Source: an optimization exercise on an open RTL-to-GDS flow (aim: small area). Production flows keep margins and buffers that such runs may drop. The RTL was checked by simulation tests, not by an equivalence proof against the original design. In every run shown here, the design's own scripts or RTL, not TritonCTS, make the clock network. The flow treats the clock pin as an ideal source. Dropping or thinning the clock tree relies on that and would not hold on a real chip. Power and IR drop assume default switching activity.

$ cat flow/flow/run.sh
#!/bin/bash
# Layout flow: the standard synthesis; then an area-oriented re-mapping of the
# combinational logic only (every register instance is kept as synthesis made it);
# then the standard layout steps, with single-strength port buffers and a
# lighter clock tree (flow/cts_hook.tcl). Each tool's output goes to a log_*.log file here.
set -euo pipefail
HERE=$(pwd)
R=$HERE/orfs/results/sky130hd/Player_Block_T/base

# 1. standard synthesis, unchanged
bash standard.sh synth > log_1_standard_synth.log 2>&1
cp "$R/1_2_yosys.v" "$HERE/standard_1_2_yosys.v"

# 2. re-map the combinational logic for area (registers are black boxes here);
#    16 runs with different optimisation seeds, the smallest netlist is kept
bash flow/remap.sh "$HERE/standard_1_2_yosys.v" "$HERE/remapped_1_2_yosys.v" "$HERE/remap" 16 "-J 1000" \
    > log_2_remap.log 2>&1
cp "$HERE/remapped_1_2_yosys.v" "$R/1_2_yosys.v"
touch "$R/1_2_yosys.v"

# 3. the rest of the standard layout
export BUFFER_PORTS_ARGS="-buffer_cell sky130_fd_sc_hd__buf_1"
export SKIP_REPAIR_TIE_FANOUT=1
export PRE_CTS_TCL="$HERE/flow/cts_hook.tcl"
export FLOW_CLK_K=4
export FLOW_CLK_MODE=bisect
export FLOW_CLK_SLEW_PS=105
bash standard.sh > log_3_standard_layout.log 2>&1
$ cat flow/flow/cts_hook.tcl
rename clock_tree_synthesis __orfs_clock_tree_synthesis
proc clock_tree_synthesis { args } {
  set block [ord::get_db_block]
  set port_net [[$block findBTerm clk] getNet]
  set master [[ord::get_db] findMaster sky130_fd_sc_hd__clkbuf_4]
  set k $::env(FLOW_CLK_K)
  set pins {}
  foreach it [$port_net getITerms] {
    set loc [[$it getInst] getLocation]
    lappend pins [list $it [lindex $loc 0] [lindex $loc 1]]
  }
  set n [llength $pins]
  if {[info exists ::env(FLOW_CLK_MODE)] && $::env(FLOW_CLK_MODE) eq "bisect"} {
    # balanced: split by x into halves, then each half by y (k = 4)
    set k 4
    set byx [lsort -integer -index 1 $pins]
    set h [expr {$n / 2}]
    set groups [list [lrange $byx 0 [expr {$h - 1}]] [lrange $byx $h end]]
    set pins {}; set assign {}
    set c 0
    foreach g $groups {
      set byy [lsort -integer -index 2 $g]
      set m [expr {[llength $byy] / 2}]
      foreach p [lrange $byy 0 [expr {$m - 1}]] { lappend pins $p; lappend assign $c }
      incr c
      foreach p [lrange $byy $m end] { lappend pins $p; lappend assign $c }
      incr c
    }
  } else {
  # k-means, seeded with pins spread along x+y order
  set sorted [lsort -integer -index 1 $pins]
  set cx {}; set cy {}
  for {set c 0} {$c < $k} {incr c} {
    set p [lindex $sorted [expr {int(($c + 0.5) * $n / $k)}]]
    lappend cx [lindex $p 1]; lappend cy [lindex $p 2]
  }
  for {set iter 0} {$iter < 50} {incr iter} {
    set assign {}
    foreach p $pins {
      set best 0; set bd 1e30
      for {set c 0} {$c < $k} {incr c} {
        set dx [expr {[lindex $p 1] - [lindex $cx $c]}]; set dy [expr {[lindex $p 2] - [lindex $cy $c]}]
        set d [expr {abs($dx) + abs($dy)}]
        if {$d < $bd} { set bd $d; set best $c }
      }
      lappend assign $best
    }
    for {set c 0} {$c < $k} {incr c} { set sx($c) 0; set sy($c) 0; set sn($c) 0 }
    foreach p $pins a $assign {
      set sx($a) [expr {$sx($a) + [lindex $p 1]}]; set sy($a) [expr {$sy($a) + [lindex $p 2]}]; incr sn($a)
    }
    set ncx {}; set ncy {}
    for {set c 0} {$c < $k} {incr c} {
      if {$sn($c) > 0} { lappend ncx [expr {$sx($c) / $sn($c)}]; lappend ncy [expr {$sy($c) / $sn($c)}] } else { lappend ncx [lindex $cx $c]; lappend ncy [lindex $cy $c] }
    }
    set cx $ncx; set cy $ncy
  }
  }
  for {set c 0} {$c < $k} {incr c} { set sx($c) 0; set sy($c) 0; set sn($c) 0 }
  foreach p $pins a $assign {
    set sx($a) [expr {$sx($a) + [lindex $p 1]}]; set sy($a) [expr {$sy($a) + [lindex $p 2]}]; incr sn($a)
  }
  set cx {}; set cy {}
  for {set c 0} {$c < $k} {incr c} {
    if {$sn($c) > 0} { lappend cx [expr {$sx($c) / $sn($c)}]; lappend cy [expr {$sy($c) / $sn($c)}] } else { lappend cx 0; lappend cy 0 }
  }
  for {set c 0} {$c < $k} {incr c} {
    if {$sn($c) == 0} continue
    set buf [odb::dbInst_create $block $master clkbuf_leaf_$c]
    set net [odb::dbNet_create $block clknet_leaf_$c]
    $net setSigType CLOCK
    [$buf findITerm A] connect $port_net
    [$buf findITerm X] connect $net
    $buf setLocation [lindex $cx $c] [lindex $cy $c]
    $buf setPlacementStatus PLACED
    set nets($c) $net
  }
  foreach p $pins a $assign {
    set it [lindex $p 0]
    $it disconnect
    $it connect $nets($a)
  }
  set_propagated_clock [all_clocks]
  foreach size {8 16 none} {
    estimate_parasitics -placement
    set upsized 0
    for {set c 0} {$c < $k} {incr c} {
      if {$sn($c) == 0} continue
      set worst 0
      foreach it [$nets($c) getITerms] {
        if {[$it isOutputSignal]} continue
        set pin [get_pins [[$it getInst] getName]/[[$it getMTerm] getName]]
        set sl [expr {[get_property $pin slew_max] * 1000.0}]
        if {$sl > $worst} { set worst $sl }
      }
      set bufinst [$block findInst clkbuf_leaf_$c]
      puts "clock buffer $c ([[$bufinst getMaster] getName]) drives $sn($c) clock pins, worst slew [format %.1f $worst] ps"
      if {$worst > $::env(FLOW_CLK_SLEW_PS) && $size ne "none"} {
        $bufinst swapMaster [[ord::get_db] findMaster sky130_fd_sc_hd__clkbuf_$size]
        set upsized 1
      }
    }
    if {!$upsized} break
  }
  unset_propagated_clock [all_clocks]
}
$ cat flow/flow/remap.abc
strash
&get -n
&deepsyn @T@ -S @SEED@
&put
dch -f
amap
topo
dnsize
$ cat flow/flow/remap.sh
#!/bin/bash
# remap.sh IN.v OUT.v WORKDIR NSEEDS "DEEPSYN-LIMIT-OPTIONS"
# Re-maps the combinational logic of IN.v for area NSEEDS times in parallel, each
# with its own seed for ABC's &deepsyn, and keeps the smallest result as OUT.v.
set -euo pipefail
IN=$1; OUT=$2; W=$3; NS=$4; T=$5
HERE=$(cd "$(dirname "$0")" && pwd)
LIB=$FLOW_HOME/platforms/sky130hd/lib/sky130_fd_sc_hd__tt_025C_1v80.lib
DU=$(grep -o 'cell *( *"\{0,1\}sky130_fd_sc_hd__\(lpflow\|probe\|fill\)[a-z0-9_]*' "$LIB" \
     | sed 's/.*sky130/sky130/' | sort -u | sed 's/^/-dont_use /' | tr '\n' ' ')
mkdir -p "$W"
for ((s = 0; s < NS; s++)); do
  sed -e "s|@SEED@|$s|g" -e "s|@T@|$T|g" "$HERE/remap.abc" > "$W/remap_$s.abc"
  sed -e "s|@LIB@|$LIB|g" -e "s|@DU@|$DU|" -e "s|@IN@|$IN|" \
      -e "s|@OUT@|$W/remapped_$s.v|" -e "s|@ABC@|$W/remap_$s.abc|" \
      "$HERE/remap.ys" > "$W/remap_$s.ys"
  (yosys -s "$W/remap_$s.ys" > "$W/log_remap_yosys_$s.log" 2>&1 || true) &
done
wait
best=""; best_area=""
for ((s = 0; s < NS; s++)); do
  a=$(grep 'Chip area' "$W/log_remap_yosys_$s.log" | tail -1 | grep -o '[0-9.]*$' || true)
  if [[ -n "$a" ]] && grep -q "Found and reported 0 problems" "$W/log_remap_yosys_$s.log"; then
    echo "seed $s: area $a"
    if [[ -z "$best" ]] || (( $(echo "$a < $best_area" | bc -l) )); then best=$s; best_area=$a; fi
  else
    echo "seed $s: failed"
  fi
done
[[ -n "$best" ]] || { echo "no re-mapping succeeded"; exit 1; }
echo "keeping seed $best (area $best_area)"
cp "$W/remapped_$best.v" "$OUT"
$ cat flow/flow/remap.ys
# Re-map the combinational cells of the standard synthesis netlist for area.
# Register cells (and tie cells) stay black boxes, so they keep names and types.
read_liberty -ignore_miss_func @LIB@
blackbox sky130_fd_sc_hd__df* sky130_fd_sc_hd__edf* sky130_fd_sc_hd__sdf* sky130_fd_sc_hd__dl* sky130_fd_sc_hd__conb_1
read_verilog @IN@
hierarchy -top Player_Block_T
flatten
opt_clean
stat
abc -liberty @LIB@ @DU@ -script @ABC@
opt_clean -purge
hilomap -singleton -hicell sky130_fd_sc_hd__conb_1 HI -locell sky130_fd_sc_hd__conb_1 LO
splitnets
opt_clean -purge
stat -liberty @LIB@

write_verilog -noattr -noexpr -nohex -nodec @OUT@
# sanity check of the written netlist with the cells as black boxes
design -reset
read_liberty -lib @LIB@
read_verilog @OUT@
hierarchy -top Player_Block_T
check -assert
$ cat flow/standard.sh
#!/bin/bash
# synth_recipe.tcl (not shown) runs the flow's synth.tcl, then flattens the netlist and writes it again
# the make line also repeats each setting of config.mk as NAME=value (left out here)
make -C /OpenROAD-flow-scripts/flow DESIGN_CONFIG=/design/flow/config.mk WORK_HOME=/design/flow/orfs CLKGATE_MAP_FILE= SYNTH_SCRIPT=/design/flow/synth_recipe.tcl "${@:-finish}"
$ cat flow/config.mk
export PLATFORM = sky130hd
export DESIGN_NAME = Player_Block_T
export DESIGN_NICKNAME = Player_Block_T
export VERILOG_FILES = /design/flow/design.v
export SDC_FILE = /design/flow/constraint.sdc
export NUM_CORES = 8
export LEC_CHECK = 0
export ABC_AREA = 1
export CAP_MARGIN = 20
export CORE_MARGIN = 2
export CORE_UTILIZATION = 65
export PLACE_DENSITY = 0.75
export SLEW_MARGIN = 20
$ cat flow/constraint.sdc
create_clock -name core_clock -period 10.0 [get_ports {clk}]
set_input_delay 2.0000 -clock core_clock [delete_from_list [all_inputs] [get_ports {clk}]]
set_output_delay 2.0000 -clock core_clock [all_outputs]
set_load 0.01 [all_outputs]
$ cat flow/design.v
module hit_table (input logic ins, input logic [2:0] row, input logic [2:0] col, output logic [3:0] code);
always_comb
    if (!ins) code = 4'b0000;
    else case ({row, col})
        6'd0: code = 4'b1100;
        6'd1: code = 4'b0101;
        6'd2: code = 4'b0101;
        6'd3: code = 4'b0101;
        6'd4: code = 4'b0101;
        6'd5: code = 4'b0101;
        6'd6: code = 4'b0101;
        6'd7: code = 4'b1110;
        6'd8: code = 4'b1000;
        6'd9: code = 4'b1100;
        6'd10: code = 4'b0101;
        6'd11: code = 4'b0101;
        6'd12: code = 4'b0101;
        6'd13: code = 4'b0101;
        6'd14: code = 4'b1110;
        6'd15: code = 4'b1010;
        6'd16: code = 4'b1000;
        6'd17: code = 4'b1000;
        6'd18: code = 4'b1100;
        6'd19: code = 4'b0101;
        6'd20: code = 4'b0101;
        6'd21: code = 4'b1110;
        6'd22: code = 4'b1010;
        6'd23: code = 4'b1010;
        6'd24: code = 4'b1000;
        6'd25: code = 4'b1000;
        6'd26: code = 4'b1000;
        6'd27: code = 4'b1100;
        6'd28: code = 4'b1110;
        6'd29: code = 4'b1010;
        6'd30: code = 4'b1010;
        6'd31: code = 4'b1010;
        6'd32: code = 4'b1101;
        6'd33: code = 4'b1101;
        6'd34: code = 4'b1101;
        6'd35: code = 4'b1101;
        6'd36: code = 4'b0001;
        6'd37: code = 4'b0001;
        6'd38: code = 4'b0001;
        6'd39: code = 4'b0001;
        6'd40: code = 4'b1101;
        6'd41: code = 4'b1101;
        6'd42: code = 4'b1101;
        6'd43: code = 4'b0110;
        6'd44: code = 4'b0110;
        6'd45: code = 4'b0001;
        6'd46: code = 4'b0001;
        6'd47: code = 4'b0001;
        6'd48: code = 4'b1101;
        6'd49: code = 4'b1101;
        6'd50: code = 4'b0110;
        6'd51: code = 4'b0110;
        6'd52: code = 4'b0110;
        6'd53: code = 4'b0110;
        6'd54: code = 4'b0001;
        6'd55: code = 4'b0001;
        6'd56: code = 4'b1101;
        6'd57: code = 4'b0110;
        6'd58: code = 4'b0110;
        6'd59: code = 4'b0110;
        6'd60: code = 4'b0110;
        6'd61: code = 4'b0110;
        6'd62: code = 4'b0110;
        6'd63: code = 4'b0001;
        default: code = 4'b0000;
    endcase
endmodule
module sprite_rom (
    input logic ins,
    input logic left,
    input logic right,
    input logic up,
    input logic [4:0] row,
    input logic [4:0] col,
    output logic [3:0] idx
);
wire new_n19, new_n20, new_n21, new_n22, new_n23, new_n24, new_n25,
    new_n26, new_n27, new_n28, new_n29, new_n30, new_n31, new_n32, new_n33,
    new_n34, new_n35, new_n36, new_n37, new_n38, new_n39, new_n40, new_n41,
    new_n42, new_n43, new_n44, new_n45, new_n46, new_n47, new_n48, new_n49,
    new_n50, new_n51, new_n52, new_n53, new_n54, new_n55, new_n56, new_n57,
    new_n58, new_n59, new_n60, new_n61, new_n62, new_n63, new_n64, new_n65,
    new_n66, new_n67, new_n68, new_n69, new_n70, new_n71, new_n72, new_n73,
    new_n74, new_n75, new_n76, new_n77, new_n78, new_n79, new_n80, new_n81,
    new_n82, new_n83, new_n84, new_n85, new_n86, new_n87, new_n88, new_n89,
    new_n90, new_n91, new_n92, new_n93, new_n94, new_n95, new_n96, new_n97,
    new_n98, new_n99, new_n100, new_n101, new_n102, new_n103, new_n104,
    new_n105, new_n106, new_n107, new_n108, new_n109, new_n110, new_n111,
    new_n112, new_n113, new_n114, new_n115, new_n116, new_n117, new_n118,
    new_n119, new_n120, new_n121, new_n122, new_n123, new_n124, new_n125,
    new_n126, new_n127, new_n128, new_n129, new_n130, new_n131, new_n132,
    new_n133, new_n134, new_n135, new_n136, new_n137, new_n138, new_n139,
    new_n140, new_n141, new_n142, new_n143, new_n144, new_n145, new_n146,
    new_n147, new_n148, new_n149, new_n150, new_n151, new_n152, new_n153,
    new_n154, new_n155, new_n156, new_n157, new_n158, new_n159, new_n160,
    new_n161, new_n162, new_n163, new_n164, new_n165, new_n166, new_n167,
    new_n168, new_n169, new_n170, new_n171, new_n172, new_n173, new_n174,
    new_n175, new_n176, new_n177, new_n178, new_n179, new_n180, new_n181,
    new_n182, new_n183, new_n184, new_n185, new_n186, new_n187, new_n188,
    new_n189, new_n190, new_n191, new_n192, new_n193, new_n194, new_n195,
    new_n196, new_n197, new_n198, new_n199, new_n200, new_n201, new_n202,
    new_n203, new_n204, new_n205, new_n206, new_n207, new_n208, new_n209,
    new_n210, new_n211, new_n212, new_n213, new_n214, new_n215, new_n216,
    new_n217, new_n218, new_n219, new_n220, new_n221, new_n222, new_n223,
    new_n224, new_n225, new_n226, new_n227, new_n228, new_n229, new_n230,
    new_n231, new_n232, new_n233, new_n235, new_n236, new_n237, new_n238,
    new_n239, new_n240, new_n241, new_n242, new_n243, new_n244, new_n245,
    new_n246, new_n247, new_n248, new_n249, new_n250, new_n251, new_n252,
    new_n253, new_n254, new_n255, new_n256, new_n257, new_n258, new_n259,
    new_n260, new_n261, new_n262, new_n263, new_n264, new_n265, new_n266,
    new_n267, new_n268, new_n270, new_n271, new_n272, new_n273, new_n274,
    new_n275, new_n276, new_n277, new_n278, new_n279, new_n280, new_n281,
    new_n282, new_n283, new_n284, new_n285, new_n286, new_n287, new_n288,
    new_n289, new_n290, new_n291, new_n292, new_n293, new_n294, new_n295,
    new_n296, new_n298, new_n299, new_n300, new_n301, new_n302, new_n303,
    new_n304, new_n305, new_n306, new_n307, new_n308, new_n309, new_n310,
    new_n311, new_n312, new_n313;
  assign new_n19 = row[1] & row[0];
  assign new_n20 = ~row[2] & ~new_n19;
  assign new_n21 = ~col[3] & ~col[2];
  assign new_n22 = col[3] & col[2];
  assign new_n23 = ~new_n21 & ~new_n22;
  assign new_n24 = ~up & ~new_n23;
  assign new_n25 = ~col[3] & ~col[1];
  assign new_n26 = col[3] & col[1];
  assign new_n27 = ~new_n25 & ~new_n26;
  assign new_n28 = new_n24 & new_n27;
  assign new_n29 = ~col[1] & ~col[0];
  assign new_n30 = col[1] & col[0];
  assign new_n31 = ~new_n29 & ~new_n30;
  assign new_n32 = col[2] & ~col[1];
  assign new_n33 = ~col[2] & col[1];
  assign new_n34 = ~new_n32 & ~new_n33;
  assign new_n35 = ~new_n31 & ~new_n34;
  assign new_n36 = up & new_n32;
  assign new_n37 = ~new_n35 & ~new_n36;
  assign new_n38 = ~new_n28 & new_n37;
  assign new_n39 = new_n23 & new_n38;
  assign new_n40 = ~new_n24 & ~new_n39;
  assign new_n41 = ~new_n20 & ~new_n40;
  assign new_n42 = row[4] & row[3];
  assign new_n43 = ~col[4] & ~col[3];
  assign new_n44 = col[4] & col[3];
  assign new_n45 = ~new_n43 & ~new_n44;
  assign new_n46 = new_n23 & new_n34;
  assign new_n47 = ~up & col[3];
  assign new_n48 = col[4] & ~new_n47;
  assign new_n49 = new_n31 & ~new_n48;
  assign new_n50 = new_n46 & ~new_n49;
  assign new_n51 = ~new_n45 & ~new_n50;
  assign new_n52 = new_n42 & ~new_n51;
  assign new_n53 = ~new_n31 & new_n46;
  assign new_n54 = new_n45 & ~new_n53;
  assign new_n55 = col[4] & col[2];
  assign new_n56 = ~col[4] & ~col[2];
  assign new_n57 = ~new_n55 & ~new_n56;
  assign new_n58 = new_n38 & ~new_n57;
  assign new_n59 = new_n45 & ~new_n58;
  assign new_n60 = ~up & new_n59;
  assign new_n61 = ~new_n31 & ~new_n55;
  assign new_n62 = up & ~new_n32;
  assign new_n63 = ~new_n57 & new_n62;
  assign new_n64 = ~new_n61 & new_n63;
  assign new_n65 = ~new_n24 & ~new_n64;
  assign new_n66 = ~new_n60 & new_n65;
  assign new_n67 = ~new_n54 & new_n66;
  assign new_n68 = new_n45 & ~new_n67;
  assign new_n69 = row[1] & ~new_n68;
  assign new_n70 = new_n52 & ~new_n69;
  assign new_n71 = row[4] & ~row[3];
  assign new_n72 = ~row[1] & ~row[0];
  assign new_n73 = new_n51 & ~new_n72;
  assign new_n74 = row[2] & new_n19;
  assign new_n75 = ~new_n20 & ~new_n74;
  assign new_n76 = up & row[2];
  assign new_n77 = row[1] & new_n76;
  assign new_n78 = new_n75 & ~new_n77;
  assign new_n79 = ~new_n73 & ~new_n78;
  assign new_n80 = ~col[0] & new_n32;
  assign new_n81 = new_n57 & ~new_n80;
  assign new_n82 = ~new_n45 & ~new_n81;
  assign new_n83 = new_n31 & ~new_n57;
  assign new_n84 = new_n30 & new_n44;
  assign new_n85 = ~new_n83 & ~new_n84;
  assign new_n86 = ~up & ~new_n85;
  assign new_n87 = ~new_n82 & ~new_n86;
  assign new_n88 = row[2] & ~new_n72;
  assign new_n89 = ~new_n41 & ~new_n88;
  assign new_n90 = new_n68 & ~new_n89;
  assign new_n91 = new_n87 & ~new_n90;
  assign new_n92 = new_n79 & ~new_n91;
  assign new_n93 = ~new_n79 & ~new_n90;
  assign new_n94 = ~new_n92 & ~new_n93;
  assign new_n95 = new_n71 & new_n94;
  assign new_n96 = ~new_n70 & ~new_n95;
  assign new_n97 = up & ~row[2];
  assign new_n98 = new_n52 & new_n97;
  assign new_n99 = ~new_n70 & ~new_n98;
  assign new_n100 = row[2] & ~row[1];
  assign new_n101 = ~new_n38 & new_n100;
  assign new_n102 = ~row[2] & row[1];
  assign new_n103 = new_n38 & new_n102;
  assign new_n104 = new_n68 & new_n103;
  assign new_n105 = ~new_n101 & ~new_n104;
  assign new_n106 = ~new_n99 & new_n105;
  assign new_n107 = new_n76 & new_n106;
  assign new_n108 = ~new_n96 & ~new_n107;
  assign new_n109 = new_n41 & new_n108;
  assign new_n110 = up & ~new_n72;
  assign new_n111 = new_n94 & new_n110;
  assign new_n112 = ~new_n28 & new_n68;
  assign new_n113 = new_n71 & new_n112;
  assign new_n114 = ~new_n111 & new_n113;
  assign new_n115 = ~new_n41 & ~new_n108;
  assign new_n116 = new_n114 & ~new_n115;
  assign new_n117 = ~new_n109 & new_n116;
  assign new_n118 = up & new_n81;
  assign new_n119 = new_n40 & ~new_n118;
  assign new_n120 = ~up & row[1];
  assign new_n121 = ~row[2] & ~new_n120;
  assign new_n122 = new_n68 & ~new_n121;
  assign new_n123 = ~row[1] & ~new_n110;
  assign new_n124 = new_n66 & ~new_n123;
  assign new_n125 = ~new_n19 & ~new_n124;
  assign new_n126 = ~new_n122 & new_n125;
  assign new_n127 = ~up & ~new_n59;
  assign new_n128 = new_n68 & ~new_n127;
  assign new_n129 = ~row[2] & ~new_n128;
  assign new_n130 = ~new_n126 & ~new_n129;
  assign new_n131 = ~row[3] & ~new_n130;
  assign new_n132 = ~new_n19 & new_n67;
  assign new_n133 = row[3] & new_n88;
  assign new_n134 = ~new_n87 & new_n133;
  assign new_n135 = ~new_n132 & new_n134;
  assign new_n136 = ~new_n23 & new_n34;
  assign new_n137 = new_n67 & new_n136;
  assign new_n138 = ~row[4] & ~new_n137;
  assign new_n139 = ~new_n135 & new_n138;
  assign new_n140 = ~new_n131 & new_n139;
  assign new_n141 = new_n19 & new_n66;
  assign new_n142 = row[2] & ~new_n19;
  assign new_n143 = new_n59 & new_n142;
  assign new_n144 = ~new_n141 & ~new_n143;
  assign new_n145 = ~row[3] & ~new_n144;
  assign new_n146 = new_n140 & new_n145;
  assign new_n147 = new_n119 & new_n146;
  assign new_n148 = ~left & ~right;
  assign new_n149 = new_n59 & new_n71;
  assign new_n150 = new_n41 & new_n149;
  assign new_n151 = new_n148 & ~new_n150;
  assign new_n152 = ~new_n147 & new_n151;
  assign new_n153 = new_n24 & new_n126;
  assign new_n154 = new_n106 & ~new_n153;
  assign new_n155 = ~row[2] & new_n72;
  assign new_n156 = ~new_n88 & ~new_n155;
  assign new_n157 = new_n59 & ~new_n72;
  assign new_n158 = ~up & ~new_n157;
  assign new_n159 = new_n112 & new_n158;
  assign new_n160 = ~new_n156 & ~new_n159;
  assign new_n161 = new_n51 & ~new_n160;
  assign new_n162 = new_n20 & ~new_n119;
  assign new_n163 = ~new_n161 & new_n162;
  assign new_n164 = ~row[4] & row[3];
  assign new_n165 = new_n67 & ~new_n136;
  assign new_n166 = ~new_n19 & ~new_n72;
  assign new_n167 = ~up & ~new_n88;
  assign new_n168 = ~new_n166 & new_n167;
  assign new_n169 = ~new_n51 & ~new_n168;
  assign new_n170 = ~new_n165 & ~new_n169;
  assign new_n171 = new_n164 & ~new_n170;
  assign new_n172 = ~new_n149 & ~new_n171;
  assign new_n173 = ~up & ~new_n31;
  assign new_n174 = new_n34 & new_n173;
  assign new_n175 = ~new_n19 & ~new_n174;
  assign new_n176 = new_n87 & new_n175;
  assign new_n177 = new_n88 & ~new_n176;
  assign new_n178 = ~new_n112 & new_n177;
  assign new_n179 = ~new_n172 & ~new_n178;
  assign new_n180 = ~new_n160 & ~new_n165;
  assign new_n181 = new_n179 & ~new_n180;
  assign new_n182 = ~new_n163 & new_n181;
  assign new_n183 = ~new_n154 & ~new_n182;
  assign new_n184 = new_n152 & new_n183;
  assign new_n185 = ~new_n117 & new_n184;
  assign new_n186 = new_n23 & new_n100;
  assign new_n187 = ~new_n46 & ~new_n100;
  assign new_n188 = ~new_n186 & ~new_n187;
  assign new_n189 = new_n23 & new_n102;
  assign new_n190 = new_n42 & ~new_n189;
  assign new_n191 = new_n54 & new_n190;
  assign new_n192 = ~new_n188 & new_n191;
  assign new_n193 = ~new_n148 & ~new_n192;
  assign new_n194 = ~row[3] & ~new_n88;
  assign new_n195 = ~row[4] & ~new_n133;
  assign new_n196 = ~new_n194 & new_n195;
  assign new_n197 = ~new_n75 & new_n196;
  assign new_n198 = new_n35 & new_n197;
  assign new_n199 = ~row[1] & new_n34;
  assign new_n200 = left & ~col[3];
  assign new_n201 = ~left & col[3];
  assign new_n202 = ~new_n200 & ~new_n201;
  assign new_n203 = ~row[1] & new_n27;
  assign new_n204 = new_n202 & ~new_n203;
  assign new_n205 = ~new_n199 & ~new_n204;
  assign new_n206 = ~row[2] & new_n205;
  assign new_n207 = new_n71 & ~new_n186;
  assign new_n208 = ~new_n206 & new_n207;
  assign new_n209 = new_n27 & new_n202;
  assign new_n210 = new_n88 & ~new_n209;
  assign new_n211 = ~new_n166 & ~new_n210;
  assign new_n212 = new_n164 & ~new_n211;
  assign new_n213 = ~new_n208 & ~new_n212;
  assign new_n214 = ~new_n198 & new_n213;
  assign new_n215 = ~new_n35 & new_n82;
  assign new_n216 = new_n45 & ~new_n46;
  assign new_n217 = ~new_n197 & ~new_n216;
  assign new_n218 = ~new_n215 & ~new_n217;
  assign new_n219 = ~new_n34 & ~new_n202;
  assign new_n220 = ~new_n211 & ~new_n219;
  assign new_n221 = new_n88 & ~new_n220;
  assign new_n222 = row[3] & ~new_n20;
  assign new_n223 = ~new_n221 & new_n222;
  assign new_n224 = new_n46 & ~new_n166;
  assign new_n225 = ~row[3] & new_n20;
  assign new_n226 = ~row[4] & ~new_n225;
  assign new_n227 = ~new_n224 & new_n226;
  assign new_n228 = new_n54 & new_n227;
  assign new_n229 = ~new_n223 & new_n228;
  assign new_n230 = new_n218 & ~new_n229;
  assign new_n231 = ~new_n214 & new_n230;
  assign new_n232 = new_n193 & ~new_n231;
  assign new_n233 = ins & ~new_n232;
  assign idx[3] = ~new_n185 & new_n233;
  assign new_n235 = ~new_n146 & new_n148;
  assign new_n236 = ~new_n66 & new_n155;
  assign new_n237 = new_n66 & new_n164;
  assign new_n238 = ~new_n71 & ~new_n237;
  assign new_n239 = new_n20 & ~new_n238;
  assign new_n240 = new_n112 & new_n239;
  assign new_n241 = ~new_n236 & ~new_n240;
  assign new_n242 = new_n179 & new_n241;
  assign new_n243 = ~up & row[2];
  assign new_n244 = ~new_n110 & new_n240;
  assign new_n245 = ~new_n106 & ~new_n244;
  assign new_n246 = ~new_n243 & ~new_n245;
  assign new_n247 = ~new_n242 & ~new_n246;
  assign new_n248 = new_n235 & new_n247;
  assign new_n249 = ~new_n190 & ~new_n208;
  assign new_n250 = ~new_n187 & new_n207;
  assign new_n251 = row[2] & ~new_n250;
  assign new_n252 = ~new_n249 & ~new_n251;
  assign new_n253 = ~row[4] & ~row[3];
  assign new_n254 = new_n75 & new_n253;
  assign new_n255 = ~new_n252 & ~new_n254;
  assign new_n256 = ~new_n189 & new_n207;
  assign new_n257 = ~row[1] & new_n202;
  assign new_n258 = new_n256 & ~new_n257;
  assign new_n259 = ~new_n46 & ~new_n258;
  assign new_n260 = ~new_n164 & ~new_n259;
  assign new_n261 = row[2] & new_n27;
  assign new_n262 = new_n260 & ~new_n261;
  assign new_n263 = ~new_n212 & new_n216;
  assign new_n264 = ~new_n262 & new_n263;
  assign new_n265 = new_n255 & new_n264;
  assign new_n266 = new_n218 & ~new_n265;
  assign new_n267 = ~new_n148 & ~new_n266;
  assign new_n268 = ins & ~new_n267;
  assign idx[2] = ~new_n248 & new_n268;
  assign new_n270 = ~new_n87 & new_n197;
  assign new_n271 = new_n152 & new_n270;
  assign new_n272 = ~row[2] & new_n165;
  assign new_n273 = ~new_n76 & ~new_n272;
  assign new_n274 = new_n106 & new_n273;
  assign new_n275 = ~new_n197 & ~new_n274;
  assign new_n276 = new_n235 & new_n275;
  assign new_n277 = ~new_n271 & ~new_n276;
  assign new_n278 = ~new_n114 & ~new_n149;
  assign new_n279 = new_n94 & ~new_n160;
  assign new_n280 = ~new_n278 & ~new_n279;
  assign new_n281 = ~new_n60 & new_n178;
  assign new_n282 = new_n60 & ~new_n178;
  assign new_n283 = new_n171 & ~new_n282;
  assign new_n284 = ~new_n281 & new_n283;
  assign new_n285 = ~new_n280 & ~new_n284;
  assign new_n286 = ~new_n277 & new_n285;
  assign new_n287 = ~new_n148 & new_n199;
  assign new_n288 = new_n204 & new_n287;
  assign new_n289 = ~new_n193 & ~new_n288;
  assign new_n290 = ~row[2] & ~new_n205;
  assign new_n291 = new_n256 & ~new_n290;
  assign new_n292 = ~new_n197 & ~new_n291;
  assign new_n293 = new_n218 & ~new_n292;
  assign new_n294 = ~new_n229 & ~new_n293;
  assign new_n295 = ~new_n289 & new_n294;
  assign new_n296 = ins & ~new_n295;
  assign idx[1] = ~new_n286 & new_n296;
  assign new_n298 = new_n127 & new_n136;
  assign new_n299 = new_n140 & ~new_n298;
  assign new_n300 = new_n148 & ~new_n299;
  assign new_n301 = ~new_n108 & new_n300;
  assign new_n302 = row[2] & new_n219;
  assign new_n303 = ~new_n72 & ~new_n302;
  assign new_n304 = ~row[4] & ~new_n303;
  assign new_n305 = ~new_n260 & ~new_n304;
  assign new_n306 = new_n255 & ~new_n305;
  assign new_n307 = new_n54 & ~new_n306;
  assign new_n308 = new_n31 & ~new_n75;
  assign new_n309 = new_n215 & ~new_n308;
  assign new_n310 = new_n196 & ~new_n309;
  assign new_n311 = new_n193 & ~new_n310;
  assign new_n312 = ~new_n307 & new_n311;
  assign new_n313 = ins & ~new_n312;
  assign idx[0] = ~new_n301 & new_n313;
endmodule
module palette (
    input logic [3:0] idx,
    input logic mode_sel,
    input logic invert,
    output logic [7:0] rgb,
    output logic dr
);
wire new_n16, new_n17, new_n18, new_n19, new_n20, new_n21, new_n22,
    new_n23, new_n24, new_n25, new_n26, new_n27, new_n28, new_n29, new_n32,
    new_n33, new_n34, new_n35, new_n36, new_n37, new_n38, new_n40, new_n41,
    new_n42, new_n43, new_n44, new_n46, new_n47, new_n48, new_n49, new_n51,
    new_n52, new_n53, new_n54, new_n56, new_n57, new_n58, new_n60, new_n61,
    new_n63, new_n64, new_n65;
  assign new_n16 = idx[3] & ~idx[1];
  assign new_n17 = idx[2] & new_n16;
  assign new_n18 = ~idx[3] & ~idx[0];
  assign new_n19 = invert & ~new_n16;
  assign new_n20 = ~new_n18 & new_n19;
  assign new_n21 = ~new_n17 & ~new_n20;
  assign new_n22 = ~idx[2] & ~idx[1];
  assign new_n23 = idx[2] & idx[1];
  assign new_n24 = ~idx[3] & ~new_n23;
  assign new_n25 = ~new_n22 & ~new_n24;
  assign new_n26 = ~idx[3] & idx[0];
  assign new_n27 = mode_sel & new_n22;
  assign new_n28 = new_n26 & new_n27;
  assign new_n29 = ~new_n25 & ~new_n28;
  assign rgb[7] = ~new_n21 | ~new_n29;
  assign dr = new_n25 | new_n26;
  assign new_n32 = idx[0] & mode_sel;
  assign new_n33 = new_n23 & ~new_n32;
  assign new_n34 = idx[2] & ~new_n33;
  assign new_n35 = ~new_n18 & ~new_n34;
  assign new_n36 = idx[3] & idx[0];
  assign new_n37 = ~invert & new_n36;
  assign new_n38 = new_n35 & new_n37;
  assign rgb[6] = dr & ~new_n38;
  assign new_n40 = ~idx[0] & ~new_n23;
  assign new_n41 = ~idx[3] & idx[2];
  assign new_n42 = ~new_n27 & ~new_n41;
  assign new_n43 = ~new_n40 & new_n42;
  assign new_n44 = ~invert & ~new_n43;
  assign rgb[5] = dr & ~new_n44;
  assign new_n46 = ~idx[2] & new_n36;
  assign new_n47 = idx[1] & new_n46;
  assign new_n48 = new_n21 & ~new_n47;
  assign new_n49 = ~idx[3] & new_n33;
  assign rgb[4] = ~new_n48 | new_n49;
  assign new_n51 = new_n33 & ~new_n44;
  assign new_n52 = idx[1] & new_n26;
  assign new_n53 = ~new_n33 & new_n52;
  assign new_n54 = new_n21 & ~new_n53;
  assign rgb[3] = new_n51 | ~new_n54;
  assign new_n56 = idx[1] & ~new_n26;
  assign new_n57 = ~invert & ~new_n56;
  assign new_n58 = new_n25 & new_n57;
  assign rgb[2] = dr & ~new_n58;
  assign new_n60 = ~idx[3] & ~new_n40;
  assign new_n61 = ~new_n35 & new_n60;
  assign rgb[1] = ~new_n48 | new_n61;
  assign new_n63 = ~new_n27 & ~new_n46;
  assign new_n64 = new_n35 & new_n63;
  assign new_n65 = ~invert & ~new_n64;
  assign rgb[0] = dr & ~new_n65;
endmodule
module Player_Block_T (
    input  logic        clk,
    input  logic        resetN,
    input  logic [10:0] pixelX,
    input  logic [10:0] pixelY,
    input  logic        startOfFrame,
    input  logic        up_key,
    input  logic        down_key,
    input  logic        left_key,
    input  logic        right_key,
    input  logic        column_collision,
    input  logic [1:0]  speed_level,
    input  logic        mode_sel,
    input  logic        game_on,
    input  logic        player_hit,
    input  logic        turbo_pulse,
    output logic [10:0] player_topLeftX,
    output logic [10:0] player_topLeftY,
    output logic        playerDR,
    output logic [7:0]  playerRGB,
    output logic        player_invulnerable
);
localparam logic [3:0] HIT_EMPTY = 4'b0010;
logic [2:0]  st;
logic [10:0] x;
logic [9:0]  y;
logic [10:1] x_hi;                      
logic [9:1]  y_hi;
logic        x_lo, y_lo;                
assign x = {x_hi, x_lo};
assign y = {y_hi, y_lo};
logic [1:0]  spd;                       
logic        f_up, f_dn, f_lf, f_rt;    
logic        ydir, xdir;                
logic [3:0]  hit;
logic [3:0]  hit_code;                  
logic [2:0] amt;                        
assign amt = (spd == 2'd1) ? 3'd3 : (spd == 2'd2) ? 3'd4 : 3'd2;
logic [10:0] dxm;
logic [9:0]  dym;
assign dxm = (f_lf | f_rt) ? (xdir ? {8'd0, amt} : -{8'd0, amt}) : 11'd0;
assign dym = (f_up | f_dn) ? (ydir ? {7'd0, amt} : -{7'd0, amt}) : 10'd0;
wire in_move = ~st[1] & st[0];                  
wire hit_open = (hit[1:0] != 2'b11) && (hit != HIT_EMPTY);
wire x_below = (x[10:5] == 6'd0) & ~(x[2] & x[1]);                  
wire x_above = x[10] & x[7] & (x[5] | (x[4:0] == 5'b11111));        
wire y_below = (y[9:5] == 5'b00010);                                 
wire y_above = y[9] & y[8] & y[6] & y[5] & (y[2:0] != 3'd0);        
wire is_idle = ~(st[2] | st[1] | st[0]);        
wire is_sof  = st[1] & st[0];                    
wire is_chg  = st[1] & ~st[0];                   
wire is_lim  = st[2];                            
wire [10:0] xs = x + (is_chg ? dxm : 11'd0);
wire [9:0]  ys = y + (is_chg ? dym : 10'd0);
wire x_clamp = is_lim & (x_below | x_above);
wire y_clamp = is_lim & (y_below | y_above);
wire x_ld_lo = is_idle | (is_sof & hit[3]) | x_clamp;
wire y_ld_lo = is_idle | (is_sof & hit[2]) | y_clamp;
wire x_ld_hi = is_idle | x_clamp;
wire y_ld_hi = is_idle | y_clamp;
logic [10:0] x_n;
logic [9:0]  y_n;
assign x_n[5:0]  = x_ld_lo ? 6'b011110 : xs[5:0];
assign x_n[10:6] = x_ld_hi ? ((is_lim & x_above) ? 5'b10010 : 5'b00000) : xs[10:6];
assign y_n[5:0]  = y_ld_lo ? 6'b100000 : ys[5:0];
assign y_n[9:6]  = y_ld_hi ? ((is_lim & y_above) ? 4'b1101 : 4'b0001) : ys[9:6];
always_ff @(posedge clk or negedge resetN)
    if (!resetN) begin
        st  <= 3'b000;
        spd <= 2'd0;
        x_hi <= 10'd0;
        y_hi <= 9'd0;
    end else begin
        x_hi <= x_n[10:1];
        y_hi <= y_n[9:1];
        st  <= {is_chg, st[0] & (st[1] | startOfFrame), ~st[1] & (st[0] | game_on)};
        if (is_chg) spd <= speed_level;
    end
always_ff @(posedge clk) begin
    x_lo <= x_n[0];
    y_lo <= y_n[0];
end
always_ff @(posedge clk) begin
    ydir <= (in_move & down_key & ~f_dn) | (ydir & ~(in_move & up_key & ~f_up));
    xdir <= (in_move & right_key & ~f_rt) | (xdir & ~(in_move & left_key & ~f_lf));
end
always_ff @(posedge clk) begin
    if (is_idle || is_chg) begin
        f_up <= 1'b0; f_dn <= 1'b0; f_lf <= 1'b0; f_rt <= 1'b0;
    end else if (in_move) begin
        if (up_key)    f_up <= 1'b1;
        if (down_key)  f_dn <= 1'b1;
        if (left_key)  f_lf <= 1'b1;
        if (right_key) f_rt <= 1'b1;
    end
    if (is_idle || is_sof)
        hit <= HIT_EMPTY;
    else if (in_move && column_collision) begin
        if (hit == HIT_EMPTY)
            hit <= hit_code;
        else if (hit_open && hit_code != hit && hit_code != 4'b0000)
            hit <= {hit[3] | hit_code[3], hit[2] | hit_code[2], 2'b11};
    end
end
assign player_topLeftX = {1'b0, x[10:1]};
assign player_topLeftY = {2'b0, y[9:1]};
logic [10:0] dx;
logic [9:0]  dy;
assign dx = {1'b0, pixelX[9:0]} - {1'b0, x[10:1]};
assign dy = {1'b0, pixelY[8:0]} - {1'b0, y[9:1]};
logic       ins;
logic [4:0] ox, oy;
always_ff @(posedge clk or negedge resetN)
    if (!resetN) ins <= 1'b0;
    else         ins <= (dx[10:5] == 6'd0) && (dy[9:5] == 5'd0);
always_ff @(posedge clk) begin
    ox <= dx[4:0];
    oy <= dy[4:0];
end
logic [3:0] idx_n, hc_n, col_idx;
sprite_rom rom (.ins(ins), .left(left_key), .right(right_key), .up(up_key),
                .row(oy), .col(ox), .idx(idx_n));
hit_table ht (.ins(ins), .row(oy[4:2]), .col(ox[4:2]), .code(hc_n));
always_ff @(posedge clk) begin
    col_idx  <= idx_n;
    hit_code <= hc_n;
end
logic [4:0] s;
always_ff @(posedge clk or negedge resetN)
    if (!resetN)          s <= 5'd0;
    else if (s == 5'd0)   begin if (player_hit) s <= 5'd1; end
    else if (s == 5'd22)  s <= 5'd0;
    else if (turbo_pulse) s <= s + 5'd1;
assign player_invulnerable = (s != 5'd0);
palette pal (.idx(col_idx), .mode_sel(mode_sel), .invert(s[0]),
             .dr(playerDR), .rgb(playerRGB));
endmodule
==> results of run 1 <==
-- routing by layer --
metal | wire [µm] | part of all wire [%] | up-vias
met5 | 0 | 0 | -
met4 | 464 | 3.8 | 0
met3 | 1030 | 8.5 | 54
met2 | 5700 | 47 | 322
met1 | 4910 | 41 | 2179
li1 | - | - | 2281
-- registers in the layout, indices dropped and copies added, names as in the netlist --
register / count
col_idx: 4
f_dn: 1
f_lf: 1
f_rt: 1
f_up: 1
hit: 4
hit_code: 4
ins: 1
ox: 5
oy: 5
s: 5
spd: 2
st: 3
x_hi: 10
x_lo: 1
xdir: 1
y_hi: 9
y_lo: 1
ydir: 1
-- worst max-delay path, stage by stage --
cell	delay, ns
buf_1	0.23
clkinv_1	0.38
nor2_1	0.30
nor2_1	0.09
nor2_1	0.24
clkinv_1	0.12
a21oi_1	0.21
nor2b_1	0.27
o21ai_0	0.14
nor2_1	0.11
nor2_1	0.09
o311ai_0	0.58
o21ai_0	0.28
nor3_1	0.25
nor3_1	0.08
o211a_1	0.21
nor3_1	0.12
-- where the power goes --
| group | leakage [nW] | total, mW | switching, mW | internal [mW] |
|---|---|---|---|---|
| clock network | 0.0288 | 0.0977 | 0.0606 | 0.0370 |
| logic | 0.924 | 0.766 | 0.533 | 0.233 |
| registers | 0.613 | 0.418 | 0.104 | 0.314 |
-- final cells by class --
class	instances	area share [%]
Timing Repair Buffer	61	5.20
Tap cell	75	2.12
Sequential cell	60	30.5
Buffer	4	1.24
Multi-Input combinational cell	428	52.2
Inverter	103	8.73
-- through the flow --
step | instances | util, % | worst slack [ns] | cell area, µm²
finish | 731 | 74.3 | 4.39 | 4430
global route | 731 | 74.3 | 4.02 | 4430
CTS | 731 | 74.3 | 4.33 | 4430
detailed placement | 727 | 73.4 | 4.40 | 4370
global placement | 727 | 73.4 | 4.42 | 4370
floorplan | 591 | - | 5.29 | 4050
-- path summary, 6_finish.rpt --
kind	from	to	slack, ns
setup / recovery	up_key	col_idx[3]	4.39
hold / removal	f_rt	xdir	0.49
setup reg to reg	ox[2]	col_idx[1]	5.26
hold reg to reg	f_rt	xdir	0.49
max in group asynchronous	resetN	st[0]	7.49
min in group asynchronous	resetN	s[1]	1.96
==> run summary, run 1 <==
Hold WC Path Type=reg -> reg; per-cell routed wire length=around 17 µm; Worst-Margin Slew=0.892 ns; Req. time, crit path=10.08 ns; Final min period=between 5 and 6 ns; Worst setup SP type=input port; Fin Setup TNS=0 ns; Worst Hold Slack=0.487 ns; Mapped Nets=627; WP data arrival=5.69 ns; GR Layer Usage met2=58.5%; Slew Limit Fails=0; register cell area after layout=between 1000 and 1500 µm²; Tcrit/Tclk final=56.1%; share of cells above drive strength 1=0.762%; DPL Wire Length=9270 µm; Placer Congestion=0.997; Setup Fix Bufs, Post-CTS=0; pwr/cell area=289 nW/µm²; Chip Width=82.9 µm; io pins=68; Most Crowded Layer GR=met2; Filler cells=466; unrepaired setup endpoints after global routing=false; footprint of the multi-input gates=2310 µm²; DRT Wirelength=12100 µm; Post-CTS Resized=0; Buffers on Ports=61; Core Area=5960 µm²; synthesized instance count=591; vias in the first global route=4474; R2R depth=19; largest net degree at the start of global routing=31; Final #Nets=694; # diodes=0; Final Hold Fails=0; row cnt=28; first-pass GRT wire length=19800 µm; max_cap viols=0; Syn Area/Cell=6.85 µm²; DR pass1 iterations=6; initial antenna violation count=0; status=complete, no violations; hold_buf cts=0; DR iter-0 viols=665; via count=4836; fmax=between 150 and 200 MHz; Max VDD drop=223 µV; final setup fails=0; most frequent cells in the layout=clkinv_1, nor2_1, o21ai_0; Total GRT Usage=33.3%; Layout area overhead=9.36%; hold path depth=1; Max-slew headroom=40.5%; post-route ant nets=0; Initial Util=68.0%; DR vias/cell=around 6.6; Leak=approximately 1.6 nW; crit end category=flop; Die Y=around 83 µm; DRC viols=0; Clock Latency Late Sink=0.15 ns; met1 usage=42.5%; clock skew=0.00681 ns; Synth Cell Area=4050 µm²; largest fanout on the critical path=10; total power=1.28 mW; synth warn=2; CTS clk-pin slew, worst paths=roughly 0.10 ns; GR Util met3=2.58%; WS Path Type=in -> reg; die area=slightly below 7000 µm²; GR Overflow Total=0
==> run 2, diff against run 1 <==
--- a/flow/design.v
+++ b/flow/design.v
@@ -570,3 +570,3 @@
 always_ff @(posedge clk) begin
-    if (is_idle || is_chg) begin
+    if (~st[2] & ~st[0]) begin                   
         f_up <= 1'b0; f_dn <= 1'b0; f_lf <= 1'b0; f_rt <= 1'b0;
@@ -614,3 +614,3 @@
     else if (s == 5'd0)   begin if (player_hit) s <= 5'd1; end
-    else if (s == 5'd22)  s <= 5'd0;
+    else if (s[4] & s[2] & s[1]) s <= 5'd0;       
     else if (turbo_pulse) s <= s + 5'd1;
==> run 2 against run 1 <==
- largest power group unchanged
- critical path depth up 2
- die area grew 0.33%
- critical endpoint unchanged
- clock power grew 1%
- largest cell class unchanged
- core utilization down 0.080 points
- total power rose by 4.7%
==> run summary, run 2 <==
DRT Wirelength=11600 µm (-4.3%); Fin Setup TNS=0 ns (unchanged); DR vias/cell=6.57 (-0.72%); crit end category=flop; switch share=53.5% (-0.91 points); Top reg by flops=x_hi; Placer Congestion=0.992 (-0.54%); Hold WC Path Type=reg -> reg; max FFs per register=10 (unchanged); fmax=186 MHz (+4.1%); CTS clk-pin slew, worst paths=0.10 ns (about the same); switching pwr=0.718 mW (+3.0%); DRC viols=0 (unchanged); die area=6900 µm² (+0.33%); synth warn=2 (unchanged); final setup fails=0 (unchanged); Reg power frac=31.1% (-1.5 points); WS Path Type=in -> reg; DPL Wire Length=8790 µm (-5.2%); Chip Width=83.1 µm (+0.16%); GR Overflow Total=0 (unchanged); Final min period=5.39 ns (-0.222 ns); unrepaired setup endpoints after global routing=false; Internal Power=0.624 mW (+6.8%); first-pass GRT wire length=19400 µm (-2.3%); clock skew=0.00792 ns (+0.00111 ns); max_cap viols=0 (unchanged); initial antenna violation count=0 (unchanged); hold_buf cts=0 (unchanged); Worst Hold Slack=0.482 ns (-0.00531 ns); Layout area overhead=9.52%; most frequent cells in the layout=nor2_1, clkinv_1, buf_1; largest net degree at the start of global routing=31 (unchanged); Max VDD drop=217 µV (-2.9%); Setup Fix Bufs, Post-CTS=0 (unchanged); Comb power frac=61.5% (+1.7 points); Total GRT Usage=32.4% (-0.96 points); part of the power in the clock network=7.4% (-0.2 points); Buffers on Ports=61 (unchanged); commonest non-fill, non-tap cell in the layout=nor2_1; Req. time, crit path=10.08 ns (about the same); Slew Limit Fails=0 (unchanged); per-cell routed wire length=15.6 µm (-5.6%); Clock Latency Late Sink=0.15 ns (about the same); Final #Nets=704 (+1.4%); flop2flop setup slack=5.62 ns (+0.36 ns); worst reg2reg path startpoint=ox[3]; Synth Cell Area=4060 µm² (+0.34%); share of cells above drive strength 1=0.901% (+0.14 points); post-route ant nets=0 (unchanged); Syn Area/Cell=6.77 µm² (-1.2%); io pins=68 (unchanged); R2R depth=20 (+1); WP data arrival=5.47 ns (-0.22 ns); Core Area=5990 µm² (+0.59%); row cnt=28 (unchanged); Post-CTS Resized=0 (unchanged); Mapped Nets=636 (+1.4%); vias in the first global route=4391 (-1.9%); biggest registers after layout=x_hi: 10 flops, y_hi: 9 flops; Critical Path Source=up_key; Worst-Margin Slew=0.863 ns (-0.0287 ns); Reg-to-Reg End=col_idx[3]; Critical path destination=col_idx[3]; Max-slew headroom=42.4% (+1.9 points); Die Y=83.1 µm (+0.16%); Tcrit/Tclk final=53.9% (-2.2 points); synthesized instance count=600 (+1.5%); status=complete, no violations; pwr/cell area=302 nW/µm² (+4.2%); Worst setup SP type=input port; # diodes=0 (unchanged); via count=4867 (+0.64%); largest fanout on the critical path=12 (+2); DR iter-0 viols=570 (-14%); Leak=1.61 nW (+2.9%); Final Hold Fails=0 (unchanged); DR pass1 iterations=8 (+2); Initial Util=67.8% (-0.17 points)
==> run 2: metrics by stage <==
step	std cells	utilization [%]	power, mW	setup WS [ns]	area, µm²
2_1_floorplan	600	-	0.989	5.16	4060
3_3_place_gp	737	73.4	1.19	4.56	4390
3_5_place_dp	737	73.4	1.21	4.58	4390
4_1_cts	741	74.3	1.29	4.56	4450
5_1_grt	741	74.3	1.45	4.26	4450
6_report	741	74.3	1.34	4.61	4450
==> run 2: worst min path at each step <==
| stage | start | end | slack, ns | depth (start not counted) |
|---|---|---|---|---|
| detailed placement | f_rt | xdir | 0.47 | 1 |
| CTS | f_rt | xdir | 0.46 | 1 |
| finish | f_rt | xdir | 0.48 | 1 |
| global route | f_dn | f_dn | 0.51 | 2 |
| global placement | f_up | f_up | 0.46 | 2 |
| floorplan | f_rt | xdir | 0.44 | 1 |
==> run 2: per-layer routing <==
metal  track usage (%)  part of all wire [%]  vias to the layer above
met3              3.18                   9.2                       50
met4              10.9                   3.1                        0
met5                 0                     0                        -
li1                  -                     -                     2294
met2              55.2                    46                      337
met1              43.2                    41                     2186
==> run 2: power groups by stage <==
stage	logic, mW	clock network [mW]	registers (mW)
6_report	0.826	0.0989	0.418
5_1_grt	0.908	0.109	0.430
4_1_cts	0.793	0.0727	0.420
3_5_place_dp	0.789	0	0.418
3_3_place_gp	0.778	0	0.412
2_1_floorplan	0.589	0	0.401
==> run 2: layout make-up <==
| type | instances | area, µm² |
|---|---|---|
| fill | 470 | 1540 |
| tap | 75 | 93.8 |
| multi-input combinational | 446 | 2360 |
| inverter | 94 | 353 |
| sequential | 60 | 1350 |
| timing repair buffer | 62 | 238 |
| buffer | 4 | 55.1 |
==> run 2: worst max-delay path, cell delays in order <==
cell and delay, ns:
buf_1 0.42, o22ai_1 0.24, nor2_1 0.22, nor2_1 0.09, nor2_1 0.17, clkinv_1 0.13
nor2_1 0.19, nor3_1 0.11, clkinv_1 0.11, nor2_1 0.12, nor2_1 0.28, o21ai_0 0.23
nor3_1 0.32, o21a_1 0.17, o22ai_1 0.10, a21oi_1 0.16, o21ai_0 0.11, o2111a_1 0.15
nor3_1 0.12
==> run 3, diff against run 2 <==
--- a/flow/design.v
+++ b/flow/design.v
@@ -570,3 +570,3 @@
 always_ff @(posedge clk) begin
-    if (~st[2] & ~st[0]) begin                   
+    if (is_idle || is_chg) begin
         f_up <= 1'b0; f_dn <= 1'b0; f_lf <= 1'b0; f_rt <= 1'b0;
@@ -614,3 +614,3 @@
     else if (s == 5'd0)   begin if (player_hit) s <= 5'd1; end
-    else if (s[4] & s[2] & s[1]) s <= 5'd0;       
+    else if (s == 5'd22)  s <= 5'd0;
     else if (turbo_pulse) s <= s + 5'd1;
--- a/flow/flow/run.sh
+++ b/flow/flow/run.sh
@@ -14,5 +14,13 @@
 # 2. re-map the combinational logic for area (registers are black boxes here);
-#    16 runs with different optimisation seeds, the smallest netlist is kept
-bash flow/remap.sh "$HERE/standard_1_2_yosys.v" "$HERE/remapped_1_2_yosys.v" "$HERE/remap" 16 "-J 1000" \
-    > log_2_remap.log 2>&1
+#    16 runs with different optimisation seeds from the netlist as it is, and 16 from
+#    it after one ABC dc2 pass; the smallest netlist is kept
+bash flow/remap.sh "$HERE/standard_1_2_yosys.v" "$HERE/remapped_a.v" "$HERE/remap_a" 16 "-J 1000" \
+    > log_2_remap_a.log 2>&1
+bash flow/remap.sh "$HERE/standard_1_2_yosys.v" "$HERE/remapped_b.v" "$HERE/remap_b" 16 "-J 1000" "dc2" \
+    > log_2_remap_b.log 2>&1
+area_a=$(sed -n 's/^keeping seed .* (area \(.*\))$/\1/p' log_2_remap_a.log)
+area_b=$(sed -n 's/^keeping seed .* (area \(.*\))$/\1/p' log_2_remap_b.log)
+if (( $(echo "$area_b < $area_a" | bc -l) )); then best=b; else best=a; fi
+echo "a: $area_a b: $area_b, keeping $best" > log_2_remap.log
+cp "$HERE/remapped_$best.v" "$HERE/remapped_1_2_yosys.v"
 cp "$HERE/remapped_1_2_yosys.v" "$R/1_2_yosys.v"
==> flow/flow/remap.abc (replaced) <==
strash
@PRE@
&get -n
&deepsyn @T@ -S @SEED@
&put
dch -f
amap
topo
dnsize
--- a/flow/flow/remap.sh
+++ b/flow/flow/remap.sh
@@ -1,3 +1,3 @@
 #!/bin/bash
-# remap.sh IN.v OUT.v WORKDIR NSEEDS "DEEPSYN-LIMIT-OPTIONS"
+# remap.sh IN.v OUT.v WORKDIR NSEEDS "DEEPSYN-LIMIT-OPTIONS" ["ABC-PRE-COMMANDS"]
 # Re-maps the combinational logic of IN.v for area NSEEDS times in parallel, each
@@ -5,3 +5,3 @@
 set -euo pipefail
-IN=$1; OUT=$2; W=$3; NS=$4; T=$5
+IN=$1; OUT=$2; W=$3; NS=$4; T=$5; PRE=${6:-strash}
 HERE=$(cd "$(dirname "$0")" && pwd)
@@ -12,3 +12,3 @@
 for ((s = 0; s < NS; s++)); do
-  sed -e "s|@SEED@|$s|g" -e "s|@T@|$T|g" "$HERE/remap.abc" > "$W/remap_$s.abc"
+  sed -e "s|@SEED@|$s|g" -e "s|@T@|$T|g" -e "s|@PRE@|$PRE|" "$HERE/remap.abc" > "$W/remap_$s.abc"
   sed -e "s|@LIB@|$LIB|g" -e "s|@DU@|$DU|" -e "s|@IN@|$IN|" \
==> run 3 against run 2 <==
- register-to-register slack got worse by 1.1 ns
- sequential power rose by 2%
- total power rose by 1.3%
- synthesized cell count rose by 0.17%
- worst setup slack got worse by 0.91 ns
- via count fell by 0.33%
- routed wire length rose by 2.1%
- area after synthesis fell by 0.49%
- still clean on timing, DRC and antenna
- hold slack barely moved
- sequential cell count did not move
- first-iteration DRC count rose by 29%
- largest cell class unchanged
==> run summary, run 3 <==
status=complete, no violations; Comb power frac=61.2% (-0.3 points); Layout area overhead=9.56% (about the same); max_cap viols=0 (unchanged); DR pass1 iterations=7 (-1); Final min period=6.30 ns (+0.913 ns); crit end category=flop; pwr/cell area=307 nW/µm² (+1.8%); synthesized instance count=601 (+0.17%); DR vias/cell=6.54 (-0.46%); WP data arrival=6.39 ns (+0.92 ns); Setup Fix Bufs, Post-CTS=0 (unchanged); per-cell routed wire length=15.9 µm (+2.0%); Max VDD drop=209 µV (-3.4%); Initial Util=67.9% (about the same); Post-CTS Resized=0 (unchanged); Die Y=82.9 µm (-0.23%); first-pass GRT wire length=20000 µm (+2.9%); GR Overflow Total=0 (unchanged); Worst setup SP type=input port; Synth Cell Area=4040 µm² (-0.49%); DRC viols=0 (unchanged); Top reg by flops=x_hi; Final Hold Fails=0 (unchanged); post-route ant nets=0 (unchanged); final setup fails=0 (unchanged); Reg power frac=31.3% (+0.2 points); Syn Area/Cell=6.73 µm² (-0.66%); part of the power in the clock network=7.6% (+0.2 points); via count=4851 (-0.33%); DPL Wire Length=8910 µm (+1.4%); Total GRT Usage=33.2% (+0.79 points); # diodes=0 (unchanged); fmax=159 MHz (-14%); Chip Width=82.9 µm (-0.23%); Worst-Margin Slew=0.840 ns (-0.0237 ns); vias in the first global route=4540 (+3.4%); Fin Setup TNS=0 ns (unchanged); largest net degree at the start of global routing=31 (unchanged); Internal Power=0.616 mW (-1.4%); Critical Path Source=up_key; unrepaired setup endpoints after global routing=false; Max-slew headroom=44.0% (+1.6 points); Leak=1.58 nW (-2.0%); row cnt=28 (unchanged); Final #Nets=705 (+0.14%); most frequent cells in the layout=nor2_1, clkinv_1, buf_1; Hold WC Path Type=reg -> reg; share of cells above drive strength 1=0.900% (-0.0014 points); max FFs per register=10 (unchanged); switching pwr=0.744 mW (+3.7%); Clock Latency Late Sink=0.16 ns (about the same); hold_buf cts=0 (unchanged); DR iter-0 viols=734 (+29%); initial antenna violation count=0 (unchanged); fin area=4430 µm² (-0.45%); Buffers on Ports=61 (unchanged); WS Path Type=in -> reg; Req. time, crit path=10.09 ns (about the same); die area=6870 µm² (-0.47%); Core Area=5960 µm² (-0.58%); commonest non-fill, non-tap cell in the layout=nor2_1; Hold Startpoint=f_lf; Tcrit/Tclk final=63.0% (+9.1 points); switch share=54.7% (+1.2 points); Placer Congestion=1.05 (+5.5%); total power=1.36 mW (+1.3%); biggest registers after layout=x_hi: 10 flops, y_hi: 9 flops; DRT Wirelength=11800 µm (+2.1%); Mapped Nets=637 (+0.16%); Slew Limit Fails=0 (unchanged); CTS clk-pin slew, worst paths=0.10 ns (about the same); io pins=68 (unchanged); Area after DPL=4370 µm² (-0.46%); clock skew=0.00949 ns (+0.00157 ns); synth warn=2 (unchanged); worst reg2reg path startpoint=ox[3]; largest fanout on the critical path=8 (-4)
## run 3: changes by cell type in the layout (fill, tap and decap cells not counted), moves of 4 or more
cell	change
nand2_1	+7
a22oi_1	-4
o31ai_1	+5
o21a_1	-7
a2111oi_0	+4
nor3_1	+4
a21oi_1	+6
nand3_1	-6
## run 3: power groups by stage
stage	combinational (mW)	sequential [mW]	clock, mW
CTS	0.792	0.427	0.0727
finish	0.832	0.425	0.103
detailed placement	0.787	0.426	0
floorplan	0.589	0.406	0
global placement	0.779	0.420	0
global route	0.909	0.437	0.108
## run 3: through the flow
| step | hold WS, ns | util (%) | setup WS (ns) | cells |
|---|---|---|---|---|
| 4_1_cts | 0.469 | 74.4 | 3.79 | 742 |
| 3_5_place_dp | 0.468 | 73.4 | 3.82 | 738 |
| 6_report | 0.482 | 74.4 | 3.70 | 742 |
| 2_1_floorplan | 0.446 | - | 4.92 | 601 |
| 5_1_grt | 0.512 | 74.4 | 3.36 | 742 |
| 3_3_place_gp | 0.459 | 73.4 | 3.79 | 738 |
## run 3: critical path: stages
cell,delay [ns]
buf_1,0.28
nor2_1,0.14
clkinv_1,0.10
o21ai_0,0.11
nor2_1,0.20
nor2_1,0.11
nor2_1,0.16
nor2_1,0.07
clkinv_1,0.11
nor2_1,0.07
a221oi_1,0.52
nand2_1,0.21
nor2_1,0.36
nor2_1,0.06
o21ai_0,0.29
clkinv_1,0.19
o311ai_0,0.49
o21ai_0,0.26
o311ai_0,0.39
a31oi_1,0.11
nor3_1,0.14
## run 3: area by class of cell
type	count	area, µm²
Inverter	93	349
Sequential cell	60	1350
Multi-Input combinational cell	448	2340
Timing Repair Buffer	62	238
Tap cell	75	93.8
Buffer	4	55.1
Fill cell	453	1530
## run 3: worst paths after layout
| check | to | slack (ns) | cells after the start |
|---|---|---|---|
| setup / recovery | col_idx[3] | 3.70 | 21 |
| hold / removal | f_lf | 0.48 | 2 |
| setup reg to reg | col_idx[3] | 4.52 | 24 |
| hold reg to reg | f_lf | 0.48 | 2 |
| max in group asynchronous | x_hi[4] | 7.55 | 1 |
| min in group asynchronous | s[0] | 1.93 | 1 |
## run 3: metal layers
metal	vias up	part of all wire (%)	track usage, %
li1	2302	-	-
met1	2146	39	41.0
met2	335	47	59.9
met3	68	10	3.48
met4	0	3.8	11.6
met5	-	0	0

-- afterwards: timing with drivers on the ports --
Ports are ideal in the flow. The routed layouts listed here were re-timed in OpenROAD.
Step 1 sets driving cells, clkbuf_16 on the clock port and buf_2 on the other inputs (assumed; they add their load-dependent delay and slew).
Step 2 moves the port delays by t, midway between the first and last clock arrival at a register: inputs arrive t later, outputs are due t later. That takes back most of the time a late clock gives input paths.
Three values: no drivers, after step 1, after step 2; two values: the first two.
run | t (ns) | setup WS [ns] | worst setup path after step 2 | latest minus earliest clock arrival (ns) | slew at the worst register clock pin (ns)
run 1 | 0.207 | 4.391 / 4.426 / 4.219 | input to register | 0.007 / 0.007 | 0.10 / 0.10
run 2 | 0.212 | 4.612 / 4.646 / 4.434 | input to register | 0.008 / 0.008 | 0.10 / 0.10
run 3 | 0.215 | 3.699 / 3.734 / 3.519 | input to register | 0.010 / 0.009 | 0.10 / 0.10
After both steps every run listed still meets setup and hold. The setup slack of run 3, which loses most, moves by +0.035 ns with the drivers and by -0.180 ns with both steps.
